Context: an optimization exercise on an open-source flow, tuned for small area, a short achievable clock period and few clock cycles per item. The choices shown serve that exercise and are no tape-out recipe. RTL that was checked went through simulation tests only; none was proved equivalent to the original.

==> v8 <==
// matrixProcessor
module matrixProcessor #(
	parameter WIDTH = 32
) (
	input wire clk,
	input wire rst_n,
	input wire start,
	input wire [13:0] workItemCount,
	input wire [WIDTH - 1:0] matrixInAddr,
	input wire [WIDTH - 1:0] dataInAddr,
	input wire [WIDTH - 1:0] dataOutAddr,
	input wire [WIDTH - 1:0] dataIn,
	output reg [WIDTH - 1:0] readAddr,
	output reg [WIDTH - 1:0] writeAddr,
	output reg [WIDTH - 1:0] writeData,
	output reg writeEn
	);
	reg busy;
	reg [4:0] rs;
	reg pro;           
	reg macOn;         
	reg divOn;         
	reg wrOn;          
	reg [13:0] fcnt;   
	reg accept;        
	reg notLast;       
	wire finalW = busy & wrOn & ~divOn & (rs == 5'd3);
	wire frameEnd = (rs == 5'd19);
	wire [4:0] rsNext = accept ? 5'd16 : (frameEnd ? 5'd0 : rs + 5'd1);
	wire wrOnNext = accept ? 1'b0 : (frameEnd ? divOn : wrOn);
	wire busyNext = accept | (busy & ~finalW);
	always @(posedge clk) begin
		if (~rst_n) begin
			busy <= 1'b0;
			writeEn <= 1'b0;
			accept <= 1'b0;
		end else begin
			accept <= start & (~busy | finalW);
			busy <= busyNext;
			writeEn <= busyNext & wrOnNext & (rsNext <= 5'd3);
		end
	end
	reg atRs0;     
	reg atMac;     
	reg atVLoad;   
	reg atS2Mac;   
	always @(posedge clk) begin
		atRs0 <= (rsNext == 5'd0);
		atMac <= (rsNext >= 5'd1) & (rsNext <= 5'd16);
		atVLoad <= (rsNext >= 5'd17) | (rsNext == 5'd0);
		atS2Mac <= (rsNext >= 5'd3) & (rsNext <= 5'd18);
	end
	always @(posedge clk) begin
		notLast <= (fcnt != workItemCount);
		rs <= rsNext;
		wrOn <= wrOnNext;
		if (accept) begin
			pro <= 1'b1;
			macOn <= 1'b0;
			divOn <= 1'b0;
			fcnt <= 14'd0;
		end else if (frameEnd) begin
			pro <= 1'b0;
			divOn <= macOn;
			macOn <= pro | (macOn & notLast);
			if (~pro) fcnt <= fcnt + 14'd1;
		end
	end
	reg [WIDTH - 1:0] vptr;   
	wire [WIDTH - 1:0] readAddrInc = readAddr + 32'd4;
	always @(posedge clk) begin
  ...
==> module matrixProcessor, before the edit <==
module matrixProcessor #(
	parameter WIDTH = 32
) (
	input wire clk,
	input wire rst_n,
	input wire start,
	input wire [13:0] workItemCount,
	input wire [WIDTH - 1:0] matrixInAddr,
	input wire [WIDTH - 1:0] dataInAddr,
	input wire [WIDTH - 1:0] dataOutAddr,
	input wire [WIDTH - 1:0] dataIn,
	output reg [WIDTH - 1:0] readAddr,
	output reg [WIDTH - 1:0] writeAddr,
	output reg [WIDTH - 1:0] writeData,
	output reg writeEn
	);
	reg busy;
	reg [4:0] rs;
	reg pro;           
	reg macOn;         
	reg divOn;         
	reg wrOn;          
	reg [13:0] fcnt;   
	reg accept;        
	reg notLast;       
	wire finalW = busy & wrOn & ~divOn & (rs == 5'd3);
	wire frameEnd = (rs == 5'd19);
	wire [4:0] rsNext = accept ? 5'd16 : (frameEnd ? 5'd0 : rs + 5'd1);
	wire wrOnNext = accept ? 1'b0 : (frameEnd ? divOn : wrOn);
	wire busyNext = accept | (busy & ~finalW);
	always @(posedge clk) begin
		if (~rst_n) begin
			busy <= 1'b0;
			writeEn <= 1'b0;
			accept <= 1'b0;
		end else begin
			accept <= start & (~busy | finalW);
			busy <= busyNext;
			writeEn <= busyNext & wrOnNext & (rsNext <= 5'd3);
		end
	end
	reg atRs0;     
	reg atMac;     
	reg atVLoad;   
	reg atS2Mac;   
	always @(posedge clk) begin
		atRs0 <= (rsNext == 5'd0);
		atMac <= (rsNext >= 5'd1) & (rsNext <= 5'd16);
		atVLoad <= (rsNext >= 5'd17) | (rsNext == 5'd0);
		atS2Mac <= (rsNext >= 5'd3) & (rsNext <= 5'd18);
	end
	always @(posedge clk) begin
		notLast <= (fcnt != workItemCount);
		rs <= rsNext;
		wrOn <= wrOnNext;
		if (accept) begin
			pro <= 1'b1;
			macOn <= 1'b0;
			divOn <= 1'b0;
			fcnt <= 14'd0;
		end else if (frameEnd) begin
			pro <= 1'b0;
			divOn <= macOn;
			macOn <= pro | (macOn & notLast);
			if (~pro) fcnt <= fcnt + 14'd1;
		end
	end
	reg [WIDTH - 1:0] vptr;   
	wire [WIDTH - 1:0] readAddrInc = readAddr + 32'd4;
	always @(posedge clk) begin
		if (accept) readAddr <= dataInAddr;
		else if (frameEnd) readAddr <= matrixInAddr;
		else if (rs == 5'd15) readAddr <= vptr;
		else readAddr <= readAddrInc;
		if (frameEnd) vptr <= readAddrInc;
		writeAddr <= accept ? dataOutAddr : writeAddr + {31'd0, writeEn};
	end
	reg [WIDTH - 1:0] vb0, vb1, vb2, vb3;
	reg [WIDTH - 1:0] opA, opB;
	reg [WIDTH - 1:0] racc [0:3];
	reg [WIDTH - 1:0] rh0, rh1, rh2;   
	reg [WIDTH - 1:0] m;               
	reg wneg;                          
	reg [WIDTH - 1:0] q;               
	reg [WIDTH - 1:0] rem;
	wire [WIDTH - 1:0] qs = wneg ? (~q + 32'd1) : q;
	wire [WIDTH - 1:0] w = wneg ? (~m + 32'd1) : m;
	always @(posedge clk) begin
		vb0 <= vb1;
		vb1 <= vb2;
		vb2 <= vb3;
		vb3 <= atVLoad ? dataIn : vb0;
		opA <= atMac ? dataIn : qs;
		case (rs)
			5'd17: opB <= rh0;
			5'd18: opB <= rh1;
			5'd19: opB <= rh2;
			5'd0:  opB <= w;
			default: opB <= vb0;
		endcase
	end
	wire [WIDTH - 1:0] t0, t1, t2;
	wire [1:0] tc;
	fxMulStage1 mul1 (.a(opA), .b(opB), .hi0(t0), .hi1(t1), .hi2(t2), .c16(tc));
	reg [WIDTH - 1:0] p0, p1, p2;
	reg [1:0] pc;
	always @(posedge clk) begin
		p0 <= t0;
		p1 <= t1;
		p2 <= t2;
		pc <= tc;
	end
	wire [3:0] j2 = rs[3:0] - 4'd3;
	wire accHold = atS2Mac & (j2[1:0] != 2'd0);
	wire [WIDTH - 1:0] accIn = accHold ? writeData : {WIDTH{1'b0}};
	wire [WIDTH - 1:0] sum = accIn + p0 + p1 + p2 + {30'd0, pc};
	always @(posedge clk) begin
		writeData <= sum;
		if (atS2Mac & (j2[1:0] == 2'd3)) racc[j2[3:2]] <= sum;
	end
	wire [WIDTH - 1:0] r3 = racc[3];
	wire remInit = ~((r3 == 32'd0) | (r3 == 32'd1) | (r3 == 32'hFFFFFFFF));
	wire [WIDTH - 1:0] rem2;
	wire qb1, qb0;
	recipStep2 st (.rem(rem), .m(m), .remNext(rem2), .q1(qb1), .q0(qb0));
	always @(posedge clk) begin
		if (atRs0) begin
			rh0 <= racc[0];
			rh1 <= racc[1];
			rh2 <= racc[2];
			m <= r3[WIDTH - 1] ? (~r3 + 32'd1) : r3;
			wneg <= r3[WIDTH - 1];
			rem <= {31'd0, remInit};
		end else begin
			rem <= rem2;
		end
		if (atMac) q <= {q[WIDTH - 3:0], qb1, qb0};
	end
endmodule
==> module recipStep2, before the edit <==
module recipStep2 (
	input wire [31:0] rem,
	input wire [31:0] m,
	output wire [31:0] remNext,
	output wire q1,
	output wire q0
	);
	wire [34:0] r4 = {1'b0, rem, 2'b00};
	wire [34:0] m1 = {3'b000, m};
	wire [34:0] m2 = {2'b00, m, 1'b0};
	wire [34:0] t1 = {1'b0, rem, 1'b0} - m1;       
	wire [34:0] ta = r4 - m1 - m2;                 
	wire [34:0] tb = r4 - m1;                      
	assign q1 = ~t1[34];
	assign q0 = q1 ? ~ta[34] : ~tb[34];
	assign remNext = q1 ? (q0 ? ta[31:0] : {t1[30:0], 1'b0})
	                    : (q0 ? tb[31:0] : {rem[29:0], 2'b00});
endmodule
Settings: LEC_CHECK=0, ABC_CLOCK_PERIOD_IN_PS=4500, CAP_MARGIN=50, CORE_MARGIN=2, CORE_UTILIZATION=55, SLEW_MARGIN=70; clock period 20.0 ns.
run.sh (not shown) runs the stock make flow with config.mk's settings and CLKGATE_MAP_FILE= SYNTH_SCRIPT=/design/flow/synth_recipe.tcl, a recipe that flattens the netlist after the stock synthesis.
==> v2 (differences from v8) <==
--- a/flow/design.v
+++ b/flow/design.v
@@ -2523,9 +2523,9 @@
 	reg divOn;         
 	reg wrOn;          
 	reg [13:0] fcnt;   
-	reg accept;        
 	reg notLast;       
 	wire finalW = busy & wrOn & ~divOn & (rs == 5'd3);
+	wire accept = start & (~busy | finalW);
 	wire frameEnd = (rs == 5'd19);
 	wire [4:0] rsNext = accept ? 5'd16 : (frameEnd ? 5'd0 : rs + 5'd1);
 	wire wrOnNext = accept ? 1'b0 : (frameEnd ? divOn : wrOn);
@@ -2534,9 +2534,7 @@
 		if (~rst_n) begin
 			busy <= 1'b0;
 			writeEn <= 1'b0;
-			accept <= 1'b0;
 		end else begin
-			accept <= start & (~busy | finalW);
 			busy <= busyNext;
 			writeEn <= busyNext & wrOnNext & (rsNext <= 5'd3);
 		end
@@ -2567,14 +2565,16 @@
 			if (~pro) fcnt <= fcnt + 14'd1;
 		end
 	end
-	reg [WIDTH - 1:0] vptr;   
+	reg [WIDTH - 1:2] vptr;   
 	wire [WIDTH - 1:0] readAddrInc = readAddr + 32'd4;
+	wire readMatrixNext = (rsNext <= 5'd15);
 	always @(posedge clk) begin
-		if (accept) readAddr <= dataInAddr;
-		else if (frameEnd) readAddr <= matrixInAddr;
-		else if (rs == 5'd15) readAddr <= vptr;
-		else readAddr <= readAddrInc;
-		if (frameEnd) vptr <= readAddrInc;
+		if (accept) readAddr[31:2] <= dataInAddr[31:2];
+		else if (frameEnd) readAddr[31:2] <= matrixInAddr[31:2];
+		else if (rs == 5'd15) readAddr[31:2] <= vptr[31:2];
+		else readAddr[31:2] <= readAddrInc[31:2];
+		readAddr[1:0] <= readMatrixNext ? matrixInAddr[1:0] : dataInAddr[1:0];
+		if (frameEnd) vptr[31:2] <= readAddrInc[31:2];
 		writeAddr <= accept ? dataOutAddr : writeAddr + {31'd0, writeEn};
 	end
 	reg [WIDTH - 1:0] vb0, vb1, vb2, vb3;
==> flow/flow/run.sh (new file) <==
#!/bin/bash
# The standard layout with these changes to how it is made:
# - synthesis maps the logic without Yosys's early "abc -fast" pass (the
#   registers are the standard synthesis's; full adders are then found in the
#   RTL's own adder structure rather than in ABC's restructured gates);
# - timing repair aims well past the clock period: repair_timing treats any
#   path with less than SETUP_SLACK_MARGIN of slack as failing;
set -euo pipefail
bash standard.sh SYNTH_ARGS=-noabc SETUP_SLACK_MARGIN=15.0 MATCH_CELL_FOOTPRINT=0 \
	"BUFFER_PORTS_ARGS=-buffer_cell sky130_fd_sc_hd__buf_4" finish > flow_make.log 2>&1
==> flow/standard.sh (new file) <==
#!/bin/bash
# synth_recipe.tcl (not shown) runs the flow's synth.tcl, then flattens the netlist and writes it again
# the make line also repeats each setting of config.mk as NAME=value (left out here)
make -C /OpenROAD-flow-scripts/flow DESIGN_CONFIG=/design/flow/config.mk WORK_HOME=/design/flow/orfs CLKGATE_MAP_FILE= SYNTH_SCRIPT=/design/flow/synth_recipe.tcl "${@:-finish}"
CAP_MARGIN = 20   (was 50)
SLEW_MARGIN = 20   (was 70)
removed: flow/run.sh
==> v34 (differences from v8) <==
--- a/flow/design.v
+++ b/flow/design.v
@@ -2481,17 +2481,21 @@
 `default_nettype none
 module recipStep2 (
 	input wire [31:0] rem,
-	input wire [31:0] m,
+	input wire [31:0] w,
 	output wire [31:0] remNext,
 	output wire q1,
 	output wire q0
 	);
+	wire c = ~w[31];
+	wire [34:0] x1 = {3'b111, w ^ {32{c}}};
+	wire [34:0] x2 = {x1[33:0], 1'b0};
+	wire [34:0] r2 = {2'b00, rem, 1'b0};
 	wire [34:0] r4 = {1'b0, rem, 2'b00};
-	wire [34:0] m1 = {3'b000, m};
-	wire [34:0] m2 = {2'b00, m, 1'b0};
-	wire [34:0] t1 = {1'b0, rem, 1'b0} - m1;       
-	wire [34:0] ta = r4 - m1 - m2;                 
-	wire [34:0] tb = r4 - m1;                      
+	wire [34:0] cs = r4 ^ x1 ^ x2;
+	wire [34:0] cc = (r4 & x1) | (r4 & x2) | (x1 & x2);
+	wire [34:0] t1 = r2 + x1 + {34'd0, c};                      
+	wire [34:0] ta = cs + {cc[33:0], 1'b0} + {33'd0, c, c};     
+	wire [34:0] tb = r4 + x1 + {34'd0, c};                      
 	assign q1 = ~t1[34];
 	assign q0 = q1 ? ~ta[34] : ~tb[34];
 	assign remNext = q1 ? (q0 ? ta[31:0] : {t1[30:0], 1'b0})
@@ -2523,20 +2527,21 @@
 	reg divOn;         
 	reg wrOn;          
 	reg [13:0] fcnt;   
-	reg accept;        
+	reg tailDiv;       
 	reg notLast;       
 	wire finalW = busy & wrOn & ~divOn & (rs == 5'd3);
+	wire accept = start & (~busy | finalW);
 	wire frameEnd = (rs == 5'd19);
-	wire [4:0] rsNext = accept ? 5'd16 : (frameEnd ? 5'd0 : rs + 5'd1);
+	reg [4:0] divLast;   
+	wire divDone = tailDiv & (rs == divLast);
+	wire [4:0] rsNext = accept ? 5'd16 : (frameEnd ? 5'd0 : (divDone ? 5'd17 : rs + 5'd1));
 	wire wrOnNext = accept ? 1'b0 : (frameEnd ? divOn : wrOn);
 	wire busyNext = accept | (busy & ~finalW);
 	always @(posedge clk) begin
 		if (~rst_n) begin
 			busy <= 1'b0;
 			writeEn <= 1'b0;
-			accept <= 1'b0;
 		end else begin
-			accept <= start & (~busy | finalW);
 			busy <= busyNext;
 			writeEn <= busyNext & wrOnNext & (rsNext <= 5'd3);
 		end
@@ -2544,12 +2549,17 @@
 	reg atRs0;     
 	reg atMac;     
 	reg atVLoad;   
-	reg atS2Mac;   
+	reg accHold;   
+	reg [3:0] rowEnd;   
 	always @(posedge clk) begin
 		atRs0 <= (rsNext == 5'd0);
 		atMac <= (rsNext >= 5'd1) & (rsNext <= 5'd16);
 		atVLoad <= (rsNext >= 5'd17) | (rsNext == 5'd0);
-		atS2Mac <= (rsNext >= 5'd3) & (rsNext <= 5'd18);
+		accHold <= (rsNext >= 5'd3) & (rsNext <= 5'd18) & (rsNext[1:0] != 2'd3);
+		rowEnd[0] <= (rsNext == 5'd6);
+		rowEnd[1] <= (rsNext == 5'd10);
+		rowEnd[2] <= (rsNext == 5'd14);
+		rowEnd[3] <= (rsNext == 5'd18);
 	end
 	always @(posedge clk) begin
 		notLast <= (fcnt != workItemCount);
@@ -2567,26 +2577,26 @@
 			if (~pro) fcnt <= fcnt + 14'd1;
 		end
 	end
-	reg [WIDTH - 1:0] vptr;   
+	reg [WIDTH - 1:2] vptr;   
 	wire [WIDTH - 1:0] readAddrInc = readAddr + 32'd4;
+	wire readMatrixNext = (rsNext <= 5'd15);
 	always @(posedge clk) begin
-		if (accept) readAddr <= dataInAddr;
-		else if (frameEnd) readAddr <= matrixInAddr;
-		else if (rs == 5'd15) readAddr <= vptr;
-		else readAddr <= readAddrInc;
-		if (frameEnd) vptr <= readAddrInc;
+		if (accept) readAddr[31:2] <= dataInAddr[31:2];
+		else if (frameEnd) readAddr[31:2] <= matrixInAddr[31:2];
+		else if (rs == 5'd15) readAddr[31:2] <= vptr[31:2];
+		else readAddr[31:2] <= readAddrInc[31:2];
+		readAddr[1:0] <= readMatrixNext ? matrixInAddr[1:0] : dataInAddr[1:0];
+		if (frameEnd) vptr[31:2] <= readAddrInc[31:2];
 		writeAddr <= accept ? dataOutAddr : writeAddr + {31'd0, writeEn};
 	end
 	reg [WIDTH - 1:0] vb0, vb1, vb2, vb3;
 	reg [WIDTH - 1:0] opA, opB;
 	reg [WIDTH - 1:0] racc [0:3];
 	reg [WIDTH - 1:0] rh0, rh1, rh2;   
-	reg [WIDTH - 1:0] m;               
-	reg wneg;                          
+	reg [WIDTH - 1:0] w;               
 	reg [WIDTH - 1:0] q;               
 	reg [WIDTH - 1:0] rem;
-	wire [WIDTH - 1:0] qs = wneg ? (~q + 32'd1) : q;
-	wire [WIDTH - 1:0] w = wneg ? (~m + 32'd1) : m;
+	wire [WIDTH - 1:0] qs = w[WIDTH - 1] ? (~q + 32'd1) : q;
 	always @(posedge clk) begin
 		vb0 <= vb1;
 		vb1 <= vb2;
@@ -2612,30 +2622,49 @@
 		p2 <= t2;
 		pc <= tc;
 	end
-	wire [3:0] j2 = rs[3:0] - 4'd3;
-	wire accHold = atS2Mac & (j2[1:0] != 2'd0);
 	wire [WIDTH - 1:0] accIn = accHold ? writeData : {WIDTH{1'b0}};
 	wire [WIDTH - 1:0] sum = accIn + p0 + p1 + p2 + {30'd0, pc};
 	always @(posedge clk) begin
 		writeData <= sum;
-		if (atS2Mac & (j2[1:0] == 2'd3)) racc[j2[3:2]] <= sum;
+		if (rowEnd[0]) racc[0] <= sum;
+		if (rowEnd[1]) racc[1] <= sum;
+		if (rowEnd[2]) racc[2] <= sum;
+		if (rowEnd[3]) racc[3] <= sum;
 	end
 	wire [WIDTH - 1:0] r3 = racc[3];
 	wire remInit = ~((r3 == 32'd0) | (r3 == 32'd1) | (r3 == 32'hFFFFFFFF));
+	wire [WIDTH - 1:0] r3Mag = r3 ^ {WIDTH{r3[WIDTH - 1]}};
+	reg [5:0] r3Len;
+	integer bi;
+	always @(*) begin
+		r3Len = 6'd0;
+		for (bi = 0; bi < WIDTH; bi = bi + 1)
+			if (r3Mag[bi]) r3Len = bi[5:0] + 6'd1;
+	end
+	wire [3:0] skip = (r3Len < 6'd2) ? 4'd0 : ((r3Len >= 6'd28) ? 4'd13 : r3Len[4:1] - 4'd1);
+	wire tailNow = divOn & ~macOn;
 	wire [WIDTH - 1:0] rem2;
 	wire qb1, qb0;
-	recipStep2 st (.rem(rem), .m(m), .remNext(rem2), .q1(qb1), .q0(qb0));
+	recipStep2 st (.rem(rem), .w(w), .remNext(rem2), .q1(qb1), .q0(qb0));
 	always @(posedge clk) begin
 		if (atRs0) begin
 			rh0 <= racc[0];
 			rh1 <= racc[1];
 			rh2 <= racc[2];
-			m <= r3[WIDTH - 1] ? (~r3 + 32'd1) : r3;
-			wneg <= r3[WIDTH - 1];
-			rem <= {31'd0, remInit};
+			w <= r3;
+			if (tailNow & remInit) begin
+				rem <= 32'd1 << {skip, 1'b0};
+				divLast <= 5'd16 - {1'b0, skip};
+			end else begin
+				rem <= {31'd0, remInit};
+				divLast <= 5'd16;
+			end
+			q <= {WIDTH{1'b0}};
 		end else begin
 			rem <= rem2;
 		end
 		if (atMac) q <= {q[WIDTH - 3:0], qb1, qb0};
+		if (accept) tailDiv <= 1'b0;
+		else if (atRs0) tailDiv <= tailNow;
 	end
 endmodule
==> flow/flow/run.sh (new file) <==
#!/bin/bash
# The standard layout with these changes to how it is made:
# - synthesis maps the logic without Yosys's early "abc -fast" pass (the
#   registers are the standard synthesis's; full adders are then found in the
#   RTL's own adder structure rather than in ABC's restructured gates);
# - timing repair aims well past the clock period: repair_timing treats any
#   path with less than SETUP_SLACK_MARGIN of slack as failing;
set -euo pipefail
bash standard.sh SYNTH_ARGS=-noabc SETUP_SLACK_MARGIN=15.0 MATCH_CELL_FOOTPRINT=0 \
	"BUFFER_PORTS_ARGS=-buffer_cell sky130_fd_sc_hd__buf_1" finish > flow_make.log 2>&1
==> flow/standard.sh (new file) <==
#!/bin/bash
# synth_recipe.tcl (not shown) runs the flow's synth.tcl, then flattens the netlist and writes it again
# the make line also repeats each setting of config.mk as NAME=value (left out here)
make -C /OpenROAD-flow-scripts/flow DESIGN_CONFIG=/design/flow/config.mk WORK_HOME=/design/flow/orfs CLKGATE_MAP_FILE= SYNTH_SCRIPT=/design/flow/synth_recipe.tcl "${@:-finish}"
CAP_MARGIN = 20   (was 50)
SLEW_MARGIN = 20   (was 70)
removed: flow/run.sh
==> results.sh <==
export IMPL_wl_per_cell_um=24.37
export IMPL_synth_top_cell_area_share_pct=27.77
export IMPL_areaGrowthSynthToFinish_pct=14.51
export IMPL_ys_ff_latch=770
export IMPL_critPathKind="reg2out"
export IMPL_crit_end="writeData[20]"
export IMPL_hp_start="vb3[21]"
export IMPL_status="complete, no violations"
export IMPL_cp_num_buf_inv=1
export IMPL_syn_area_sq_um=58670
export IMPL_finalClockSkew_ns=0.03583
export IMPL_fin_util_pct=63.64
export IMPL_place_congestion=0.9094
-- figures above: v8

==> results.sh <==
export IMPL_status="complete, no violations"
export IMPL_place_congestion=0.9138
export IMPL_hp_start="vb2[25]"
export IMPL_areaGrowthSynthToFinish_pct=12.59
export IMPL_final_fill_count=8495
export IMPL_final_layout_size_suffix_gt1_share_pct=12.29
export IMPL_slew_headroom_pct=25.58
export IMPL_ys_ff_latch=776
export IMPL_fin_util_pct=62.29
export IMPL_wl_per_cell_um=27.64
export IMPL_syn_area_sq_um=57180
export IMPL_finalClockSkew_ns=0.07352
export IMPL_crit_end="writeData[16]"
export IMPL_synth_top_cell_area_share_pct=29.58
-- figures above: v34

==> results.sh <==
export IMPL_status="complete, no violations"
export IMPL_critPathKind="reg2reg"
export IMPL_hp_start="vb3[24]"
export IMPL_fin_util_pct=64.10
export IMPL_cp_num_buf_inv=3
export IMPL_ys_ff_latch=767
export IMPL_place_congestion=0.9060
export IMPL_syn_area_sq_um=56440
export IMPL_synth_top_cell_area_share_pct=28.91
-- figures above: v2

Testbench counts of v34, summed over its fixed seeds: cycles 34,168, items 1,630.
Function not checked in v8 and v2: the RTL went through the layout flow alone.

==> separate check: timing with driven ports <==
Ports are ideal in the flow. The routed layouts listed here were re-timed in OpenROAD.
Step 1: set_driving_cell puts a clkbuf_16 on clk and a buf_2 on each other input, an assumption about the parent block.
Step 2 times the ports against the registers' clock, not the clock port: input delays grow and output delays shrink by t, the midpoint of the rising clock arrivals with the driver on.
Three values: ideal, step 1, step 2; two values: the first two.
| run | t, ns | setup WS [ns] | worst setup path at the end |
|---|---|---|---|
| v8 | 0.718 | 14.215 / 14.132 / 14.261 | register to register |
| v2 | 0.712 | 14.698 / 14.698 / 14.494 | input to register |
| v34 | 0.759 | 14.746 / 14.664 / 14.483 | input to register |
After both steps every run listed still meets setup and hold. The setup slack of v34, which loses most, moves by -0.082 ns with the drivers and by -0.263 ns with both steps.
